This is an optimization exercise on Yosys and OpenROAD, whose aim is small area and a short achievable clock period, not a production implementation. RTL that was checked went through simulation tests only; none was proved equivalent to the original.

## the reference run
==> flow/design.v (excerpt) <==
module cubic_fixed #(
    parameter int WID     = 16,    
    parameter int FBITS   = 8      
)(
    input  logic                        clk,
    input  logic                        rst,
    input  logic signed [WID-1:0]       x,
    input  logic signed [WID-1:0]       a0,
    input  logic signed [WID-1:0]       a1,
    input  logic signed [WID-1:0]       a2,
    output logic signed [WID-1:0]       y
);
Size: ~3300 cells after synthesis.
export LEC_CHECK = 0
export ABC_AREA = 1
export CAP_MARGIN = 20
export CORE_MARGIN = 2
export CORE_UTILIZATION = 40
export SLEW_MARGIN = 20
export SYNTH_HIERARCHICAL = 1
create_clock -name core_clock -period 15.0 [get_ports {clk}]
standard.sh (not shown) runs the stock make flow with config.mk's settings and CLKGATE_MAP_FILE= SYNTH_SCRIPT=/design/flow/synth_recipe.tcl, a recipe that flattens the netlist after the stock synthesis.
==> flow/flow/run.sh <==
#!/bin/bash
# Standard ORFS layout (the standard.sh) with two changes:
#  - port buffers use buf_1 instead of the default delay-buffer cell;
#  - timing repair (after floorplan, CTS and global routing) aims for
#    9 ns of setup slack at the 15 ns clock, so the resizer sizes the
#    critical paths.  The SDC (clock period, I/O delays, load) is unchanged.
# Each ORFS step writes its own log under orfs/logs/; make's output goes to
# standard.log.
set -euo pipefail
export BUFFER_PORTS_ARGS="-buffer_cell sky130_fd_sc_hd__buf_1"
export SETUP_SLACK_MARGIN=9
bash standard.sh > standard.log 2>&1
Modified inputs, the trial run compared to the reference run
--- a/flow/design.v
+++ b/flow/design.v
@@ -6,16 +6,18 @@
     input  logic                        clk,
     input  logic                        rst,
     input  logic signed [WID-1:0]       x,
     input  logic signed [WID-1:0]       a0,
     input  logic signed [WID-1:0]       a1,
     input  logic signed [WID-1:0]       a2,
     output logic signed [WID-1:0]       y
 );
+    wire        s_in = x[15];
+    wire [11:0] u = x[11:0] ^ {12{s_in}};
     wire        x2sat_in = (x >= 16'sd2897) || (x <= -16'sd2897);
     wire        x3sat_in = (x >= 16'sd1291) || (x <= -16'sd1291);
     wire sq_s0, sq_c0;
     wire sq_s1, sq_c1;
     wire sq_s2, sq_c2;
     wire sq_s3, sq_c3;
     wire sq_s4, sq_c4;
     wire sq_s5, sq_c5;
@@ -127,18 +129,17 @@
     cubic_fa u_sq_s50 (.a(sq_s13), .b(sq_c30), .c(sq_s31), .s(sq_s50), .co(sq_c50));
     cubic_fa u_sq_s51 (.a(sq_s15), .b(sq_c31), .c(sq_s32), .s(sq_s51), .co(sq_c51));
     cubic_fa u_sq_s52 (.a(sq_c15), .b(sq_s33), .c(sq_c32), .s(sq_s52), .co(sq_c52));
     cubic_fa u_sq_s53 (.a(sq_s18), .b(sq_s34), .c(sq_c33), .s(sq_s53), .co(sq_c53));
     cubic_fa u_sq_s54 (.a(sq_c18), .b(sq_s35), .c(sq_c34), .s(sq_s54), .co(sq_c54));
     cubic_fa u_sq_s55 (.a(sq_s21), .b(sq_c35), .c(sq_s36), .s(sq_s55), .co(sq_c55));
     cubic_fa u_sq_s56 (.a(sq_s37), .b(sq_c21), .c(sq_c36), .s(sq_s56), .co(sq_c56));
     cubic_fa u_sq_s57 (.a((~x[9] & x[12])), .b(sq_c37), .c(sq_s38), .s(sq_s57), .co(sq_c57));
-    cubic_sqadd u_sqadd (.a({sq_c56, sq_c55, sq_c54, sq_c53, sq_c52, sq_c51, sq_c50, sq_c49, sq_c48, sq_c47, sq_c46, sq_c45, sq_c44, sq_c43, sq_c42, sq_c41, sq_c40, sq_c39, sq_s39, (x[0] & x[2]), x[1], 1'b0, x[0]}), .b({sq_s57, sq_s56, sq_s55, sq_s54, sq_s53, sq_s52, sq_s51, sq_s50, sq_s49, sq_s48, sq_s47, sq_s46, sq_s45, sq_s44, sq_s43, sq_s42, sq_s41, sq_s40, (x[1] & x[2]), 1'b0, (x[0] & x[1]), 1'b0, 1'b0}), .s(sq_in[22:8]));
-    assign sq_in[7:0] = 8'd0;
+    assign sq_in = {sq_c56, sq_c55, sq_c54, sq_c53, sq_c52, sq_c51, sq_c50, sq_c49, sq_c48, sq_c47, sq_c46, sq_c45, sq_c44, sq_c43, sq_c42, sq_c41, sq_c40, sq_c39, sq_s39, (x[0] & x[2]), x[1], 1'b0, x[0]} + {sq_s57, sq_s56, sq_s55, sq_s54, sq_s53, sq_s52, sq_s51, sq_s50, sq_s49, sq_s48, sq_s47, sq_s46, sq_s45, sq_s44, sq_s43, sq_s42, sq_s41, sq_s40, (x[1] & x[2]), 1'b0, (x[0] & x[1]), 1'b0, 1'b0};
     logic               x3sat_s0, rst_s0, rst_s1;
     logic signed [15:0] x_s0, a1_s0, a2_s0;
     always_ff @(posedge clk) begin
         x3sat_s0 <= x3sat_in;
         x_s0     <= x;
         a1_s0    <= a1;
         a2_s0    <= a2;
         rst_s0   <= rst;
@@ -889,16 +890,8 @@
 endmodule
 module cubic_ha (
     input  logic a, b,
     output logic s, co
 );
     assign s  = a ^ b;
     assign co = a & b;
 endmodule
-module cubic_sqadd (
-    input  logic [22:0] a, b,
-    output logic [22:8] s
-);
-    logic [22:0] t;
-    assign t = a + b;
-    assign s = t[22:8];
-endmodule
==> comparison <==
On core area, the reference run loses to the trial run.
Relative to the reference run, the adder and majority cell fraction of the synthesized area of the trial run is higher by 0.75 points.
Compared with the reference run, in the trial run synthesis-to-finish area growth increased 1.3 points, final instance count without filler cells decreased 226, clock-pin slew of the registers on the worst-case setup and hold paths flat.
Per the comparison of the trial run with the reference run, critical path depth went down, routed metal-1 wirelength went down.
Total number of nets in the final design: the reference run and the trial run compared, higher one is the reference run
First-iteration DRC count, the reference run and the trial run, higher one = the trial run.
Sequential cell area in the final layout of the reference run is on par with the trial run.
Number of distinct standard cells referenced by the synthesized netlist: the trial run vs the reference run down about 6%
The trial run reports a higher average size of a mapped cell than the reference run does.
Only the layout flow was run in the reference run; the RTL was not checked for function there.

separate check: timing with driven ports:
The flow's constraints put no driver on any port. The routed layouts listed below were extracted and timed again, unchanged, in two steps. Step 1 assumes that a clkbuf_16 drives the clock port and a buf_2 every other input. Step 2 moves the port delays by t, midway between the first and last clock arrival at a register: inputs arrive t later, outputs are due t later. That takes back most of the time a late clock gives input paths. a / b / c = ideal / step 1 / step 2; a / b = the first two.
run | t, ns | setup slack, ns | latest minus earliest clock arrival (ns)
the reference run | 0.542 | 9.210 / 9.164 / 8.694 | 0.022 / 0.022
the trial run | 0.532 | 9.133 / 9.155 / 8.623 | 0.020 / 0.020
After both steps every run listed still meets setup and hold. The setup slack of the reference run, which loses most, moves by -0.046 ns with the drivers and by -0.516 ns with both steps.
